This is an optimization exercise on Yosys and OpenROAD, whose aim is a short achievable clock period and few clock cycles, not a production implementation.
Function was checked by simulation only, so behaviour that the tests miss may differ from the original.
Power is estimated from default activity; no workload was simulated.

==> v12: inputs <==
==> flow/design.v (excerpt) <==
module mips(
	input clk, reset,
    output [31:0] instr_addr,
    input [31:0] instr_in,
    output [31:0] data_addr,
    input [31:0] data_in,
    output logic [31:0] data_out,
    output logic [1:0] data_access_size,
    output data_rd_wr);
export LEC_CHECK = 0
export CAP_MARGIN = 20
export CORE_MARGIN = 2
export CORE_UTILIZATION = 40
export PLACE_DENSITY = 0.6
export SLEW_MARGIN = 20
create_clock -name core_clock -period 15.0 [get_ports {clk}]
standard.sh (not shown) runs the stock make flow with config.mk's settings and CLKGATE_MAP_FILE= SYNTH_SCRIPT=/design/flow/synth_recipe.tcl, a recipe that flattens the netlist after the stock synthesis.
==> flow/flow/run.sh <==
#!/bin/bash
set -euo pipefail
bash standard.sh SETUP_SLACK_MARGIN=10.5 "BUFFER_PORTS_ARGS=-buffer_cell sky130_fd_sc_hd__buf_8" finish > standard_flow.log 2>&1
==> inputs of v27, as changes to v12 <==
--- a/flow/design.v
+++ b/flow/design.v
@@ -27,11 +27,11 @@
         end
     endgenerate
    	assign rd0_data = data[rd0_num*32 +: 32];
    	assign rd1_data = data[rd1_num*32 +: 32];
 endmodule
-module mul_s1(input [31:0] a, input [31:0] b, output [255:0] rows);
+module mul_s1(input [31:0] a, input [31:0] b, output [191:0] rows);
     wire [32:0] bx = {b, 1'b0};
     wire [31:0] a2 = a << 1;
     wire [15:0] neg, one, two;
     genvar j;
     generate for (j = 0; j < 16; j = j + 1) begin : g_booth
@@ -88,40 +88,32 @@
     wire [31:0] s1_3 = ((s0_3 & s0_4) | (s0_3 & s0_5) | (s0_4 & s0_5)) << 1;
     wire [31:0] s1_4 = s0_6 ^ s0_7 ^ s0_8;
     wire [31:0] s1_5 = ((s0_6 & s0_7) | (s0_6 & s0_8) | (s0_7 & s0_8)) << 1;
     wire [31:0] s1_6 = s0_9 ^ p15 ^ pc;
     wire [31:0] s1_7 = ((s0_9 & p15) | (s0_9 & pc) | (p15 & pc)) << 1;
-    assign rows = {s1_7, s1_6, s1_5, s1_4, s1_3, s1_2, s1_1, s1_0};
+    wire [31:0] s2_0 = s1_0 ^ s1_1 ^ s1_2;
+    wire [31:0] s2_1 = ((s1_0 & s1_1) | (s1_0 & s1_2) | (s1_1 & s1_2)) << 1;
+    wire [31:0] s2_2 = s1_3 ^ s1_4 ^ s1_5;
+    wire [31:0] s2_3 = ((s1_3 & s1_4) | (s1_3 & s1_5) | (s1_4 & s1_5)) << 1;
+    assign rows = {s1_7, s1_6, s2_3, s2_2, s2_1, s2_0};
 endmodule
-module mul_s2(input [255:0] rows, output [95:0] rows2);
+module mul_s2(input [191:0] rows, output [31:0] y);
     wire [31:0] r0 = rows[31:0];
     wire [31:0] r1 = rows[63:32];
     wire [31:0] r2 = rows[95:64];
     wire [31:0] r3 = rows[127:96];
     wire [31:0] r4 = rows[159:128];
     wire [31:0] r5 = rows[191:160];
-    wire [31:0] r6 = rows[223:192];
-    wire [31:0] r7 = rows[255:224];
     wire [31:0] t0_0 = r0 ^ r1 ^ r2;
     wire [31:0] t0_1 = ((r0 & r1) | (r0 & r2) | (r1 & r2)) << 1;
     wire [31:0] t0_2 = r3 ^ r4 ^ r5;
     wire [31:0] t0_3 = ((r3 & r4) | (r3 & r5) | (r4 & r5)) << 1;
     wire [31:0] t1_0 = t0_0 ^ t0_1 ^ t0_2;
     wire [31:0] t1_1 = ((t0_0 & t0_1) | (t0_0 & t0_2) | (t0_1 & t0_2)) << 1;
-    wire [31:0] t1_2 = t0_3 ^ r6 ^ r7;
-    wire [31:0] t1_3 = ((t0_3 & r6) | (t0_3 & r7) | (r6 & r7)) << 1;
-    wire [31:0] t2_0 = t1_0 ^ t1_1 ^ t1_2;
-    wire [31:0] t2_1 = ((t1_0 & t1_1) | (t1_0 & t1_2) | (t1_1 & t1_2)) << 1;
-    assign rows2 = {t1_3, t2_1, t2_0};
-endmodule
-module mul_s3(input [95:0] rows, output [31:0] y);
-    wire [31:0] r0 = rows[31:0];
-    wire [31:0] r1 = rows[63:32];
-    wire [31:0] r2 = rows[95:64];
-    wire [31:0] u0_0 = r0 ^ r1 ^ r2;
-    wire [31:0] u0_1 = ((r0 & r1) | (r0 & r2) | (r1 & r2)) << 1;
-    assign y = u0_0 + u0_1;
+    wire [31:0] t2_0 = t1_0 ^ t1_1 ^ t0_3;
+    wire [31:0] t2_1 = ((t1_0 & t1_1) | (t1_0 & t0_3) | (t1_1 & t0_3)) << 1;
+    assign y = t2_0 + t2_1;
 endmodule
 module mips(
 	input clk, reset,
     output [31:0] instr_addr,
     input [31:0] instr_in,
@@ -167,31 +159,30 @@
 	wire [5:0] fn = ir[5:0];
 	wire [4:0] rs = ir[25:21];
 	wire [4:0] rt = ir[20:16];
 	wire [4:0] rd = ir[15:11];
 	wire [15:0] imm = ir[15:0];
-	wire is_r    = (op == 6'h00);
-	wire is_sll  = is_r && (fn == 6'h00);
-	wire is_addu = is_r && (fn == 6'h21);
-	wire is_subu = is_r && (fn == 6'h23);
-	wire is_jr   = is_r && (fn == 6'h08);
-	wire is_mul  = (op == 6'h1c) && (fn == 6'h02);
-	wire is_addiu = (op == 6'h09);
-	wire is_lui  = (op == 6'h0f);
-	wire is_slti = (op == 6'h0a);
-	wire is_lw   = (op == 6'h23);
-	wire is_lbu  = (op == 6'h24);
-	wire is_sw   = (op == 6'h2b);
-	wire is_sb   = (op == 6'h28);
-	wire is_j    = (op == 6'h02);
-	wire is_jal  = (op == 6'h03);
-	wire is_beq  = (op == 6'h04);
-	wire is_bne  = (op == 6'h05);
-	wire is_br   = is_beq || is_bne;
-	wire is_jmp  = is_j || is_jal;
-	wire is_ld   = is_lw || is_lbu;
-	wire is_st   = is_sw || is_sb;
+	wire is_r    = !op[5] && !op[3] && !op[2] && !op[1];        
+	wire is_sll  = is_r && !fn[5] && !fn[3];                    
+	wire is_addu = is_r && fn[5] && !fn[1];                     
+	wire is_subu = is_r && fn[5] && fn[1];                      
+	wire is_jr   = is_r && fn[3];                               
+	wire is_mul  = op[4];                                       
+	wire is_imm  = !op[5] && !op[4] && op[3];                   
+	wire is_addiu = is_imm && !op[1];                           
+	wire is_lui  = is_imm && op[2];                             
+	wire is_slti = is_imm && op[1] && !op[2];                   
+	wire is_ld   = op[5] && !op[3];                             
+	wire is_st   = op[5] && op[3];                              
+	wire is_lw   = is_ld && op[1];                              
+	wire is_lbu  = is_ld && !op[1];                             
+	wire is_sw   = is_st && op[1];                              
+	wire is_sb   = is_st && !op[1];                             
+	wire is_jmp  = !op[5] && !op[3] && op[1];                   
+	wire is_jal  = is_jmp && op[0];                             
+	wire is_br   = !op[5] && !op[3] && op[2];                   
+	wire is_bne  = is_br && op[0];                              
 	wire [4:0] id_dst = (is_sll || is_addu || is_subu || is_mul) ? rd :
 	                    (is_addiu || is_lui || is_slti || is_ld) ? rt :
 	                    is_jal ? 5'd31 : 5'd0;
 	wire id_wen = (id_dst != 5'd0);
 	wire use_rs = is_addu || is_subu || is_mul || is_addiu || is_slti || is_ld || is_st || is_br || is_jr;
@@ -210,11 +201,11 @@
 	logic [31:0] m_res, m_addr, m_dout;
 	logic [1:0] m_size;
 	logic m_rd;
 	logic [4:0] m_dst;
 	logic m_wen, m_ld, m_lbu, m_mul;
-	logic [255:0] m_rows;
+	logic [191:0] m_rows;
 	logic m_bu, m_btk;
 	logic [BI-1:0] m_bidx;
 	logic [BT-1:0] m_btag;
 	logic [BW-1:0] m_btgt;
 	assign data_addr = m_addr;
@@ -222,14 +213,12 @@
 	assign data_access_size = m_size;
 	assign data_rd_wr = m_rd;
 	logic w_v;
 	logic [31:0] w_res;
 	logic [4:0] w_dst;
-	logic w_wen, w_ld, w_lbu, w_mul;
-	logic [95:0] w_rows;
-	wire [31:0] mul_y;
-	wire [31:0] w_val = w_ld ? (w_lbu ? {24'b0, data_in[7:0]} : data_in) : w_mul ? mul_y : w_res;
+	logic w_wen, w_ld, w_lbu;
+	wire [31:0] w_val = w_ld ? (w_lbu ? {24'b0, data_in[7:0]} : data_in) : w_res;
 	wire w_we = w_v && w_wen;
 	wire [31:0] rf_rs, rf_rt;
 	regfile #(.sp_init(sp_init), .ra_init(ra_init)) regs(
 		.wr_num(w_dst), .wr_data(w_val), .wr_en(w_we),
 		.rd0_num(rs), .rd0_data(rf_rs),
@@ -240,12 +229,12 @@
 	wire m_wr = m_v && m_wen;
 	wire rs_e = e_wr && (e_dst == rs);
 	wire rt_e = e_wr && (e_dst == rt);
 	wire rs_m = m_wr && (m_dst == rs);
 	wire rt_m = m_wr && (m_dst == rt);
-	wire haz_rs = use_rs && ((rs_e && (e_ld || e_mul)) || (!rs_e && rs_m && (m_ld || m_mul)));
-	wire haz_rt = use_rt && ((rt_e && (e_ld || e_mul)) || (!rt_e && rt_m && (m_ld || m_mul)));
+	wire haz_rs = use_rs && ((rs_e && (e_ld || e_mul)) || (!rs_e && rs_m && m_ld));
+	wire haz_rt = use_rt && ((rt_e && (e_ld || e_mul)) || (!rt_e && rt_m && m_ld));
 	wire stall = id_v && (haz_rs || haz_rt);
 	wire [31:0] id_sext = {{16{imm[15]}}, imm};
 	wire [31:0] id_jtgt = {id_pc4[31:28], ir[25:0], 2'b00};
 	wire [31:0] ta = id_pc4;
 	wire [31:0] tb = {id_sext[29:0], 2'b00};
@@ -270,15 +259,14 @@
 	wire [31:0] e_tgt = e_br ? (e_pc4 + {e_imm[29:0], 2'b00}) : e_jt;
 	wire taken = e_jmp || (e_br && ((a == b) ^ e_bne));
 	wire eq_pc4 = (e_pnpc == e_pc4);
 	wire redir_e = e_v && (e_jr ? (a != e_pnpc) : taken ? !e_tok : !eq_pc4);
 	wire [31:0] e_npc = e_jr ? a : (taken ? e_tgt : e_pc4);
-	wire [255:0] mul_rows;
+	wire [191:0] mul_rows;
 	mul_s1 mul1(.a(a), .b(b), .rows(mul_rows));
-	wire [95:0] mul_rows2;
-	mul_s2 mul2(.rows(m_rows), .rows2(mul_rows2));
-	mul_s3 mul3(.rows(w_rows), .y(mul_y));
+	wire [31:0] mul_y;
+	mul_s2 mul2(.rows(m_rows), .y(mul_y));
 	wire [BI-1:0] e_idx = e_pc[BI+1:2];
 	always @(*) begin
 		if (redir_id && !redir_e) pc_next = id_tgt;
 		else if (redir_e) pc_next = e_npc;
 		else if (pc_stay) pc_next = pc;
@@ -384,13 +372,11 @@
 		m_wen <= e_wen;
 		m_ld <= e_ld;
 		m_lbu <= e_lbu;
 		m_mul <= e_mul;
 		m_rows <= mul_rows;
-		w_res <= m_res;
-		w_mul <= m_mul;
-		w_rows <= mul_rows2;
+		w_res <= m_mul ? mul_y : m_res;
 		w_dst <= m_dst;
 		w_wen <= m_wen;
 		w_ld <= m_ld;
 		w_lbu <= m_lbu;
 	end
==> flow/flow/run.sh (replaced) <==
#!/bin/bash
set -euo pipefail
bash standard.sh SETUP_SLACK_MARGIN=10.5 "BUFFER_PORTS_ARGS=-buffer_cell sky130_fd_sc_hd__buf_8" CTS_CLUSTER_SIZE=20 CTS_CLUSTER_DIAMETER=100 finish > standard_flow.log 2>&1
==> out/results.txt <==
The adder-cell share of the synthesized area is 0.0712. The vias per cell is 6.42, and the largest voltage drop on the vdd net is 428 uV. The first element of the critical path is instr_in[31]. The effective utilization at floorplan came out at 0.402.

The number of placed instances, taps included, is 12700. Detailed placement ended at an HPWL of 280000 um. The flow ran to the end and the layout has no timing, DRC or antenna violations. The share of the core filled with cells in the final layout came out at 0.475. The area added between synthesis and finish is 18.2%. The number of buffers on the longest clock path is 3.

The sequential fraction of design power was 0.277; the mean instance size in the synthesized netlist was 11.4 sq um. After layout, the worst setup slack is 10230 ps. The tools report the power share of the combinational group as 0.604.
Source of the figures above: v27

==> out/results.txt <==
The flow ran to the end and the layout has no timing, DRC or antenna violations. The power share of the combinational group is 0.385, and the adder-cell share of the synthesized area is 0.0698. Effective utilization at floorplan: 0.402. The later pin in the worst-skew pair is clocked with a latency of 950 ps. Once placement completed, the tool counted placed cells totaling 12800. The run gives 0 as the number of hold violations in the final report. Max-cap violations in this run came to 0. The HPWL after detailed placement is 280000 um.

No sink is reached through more buffers than the 4 on the longest clock path. After layout, the worst setup slack is 10220 ps. The mean instance size in the synthesized netlist was 11.6 sq um; the first-pass iteration count of the detailed router was 7.

The area growth from synthesis to layout is 19.3%. Once the clock tree was built, the setup fixing pass inserted 164 buffers. The vias per cell works out to 6.34.
Source of the figures above: v12

Testbench counts of v12, summed over its fixed seeds: cycles 172,473.
Testbench counts of v27, summed over its fixed seeds: cycles 170,054.

port drivers added, routing unchanged:
The flow's constraints put no driver on any port. The routed layouts listed below were extracted and timed again, unchanged, in two steps.
Step 1 (the two cells are an assumption about what drives the block):
set clk [get_ports {clk}]
set_driving_cell -lib_cell sky130_fd_sc_hd__clkbuf_16 $clk
set_driving_cell -lib_cell sky130_fd_sc_hd__buf_2 [delete_from_list [all_inputs] $clk]
Step 2 times the ports against the registers' clock, not the clock port: input delays grow and output delays shrink by t, the midpoint of the rising clock arrivals with the driver on.
Three values: ideal, step 1, step 2; two values: the first two.
| run | t, ns | setup WS [ns] | worst setup path at the end | clock arrival spread, ns | pins driven straight from the clock port |
|---|---|---|---|---|---|
| v12 | 0.980 | 10.225 / 10.278 / 9.297 | input to register | 0.141 / 0.141 | 1 |
| v27 | 0.921 | 10.227 / 10.269 / 9.371 | input to register | 0.124 / 0.124 | 1 |
After both steps setup and hold are still met in every run listed. For v12, which loses most, drivers alone change the setup slack by +0.053 ns; drivers and shift together by -0.928 ns.
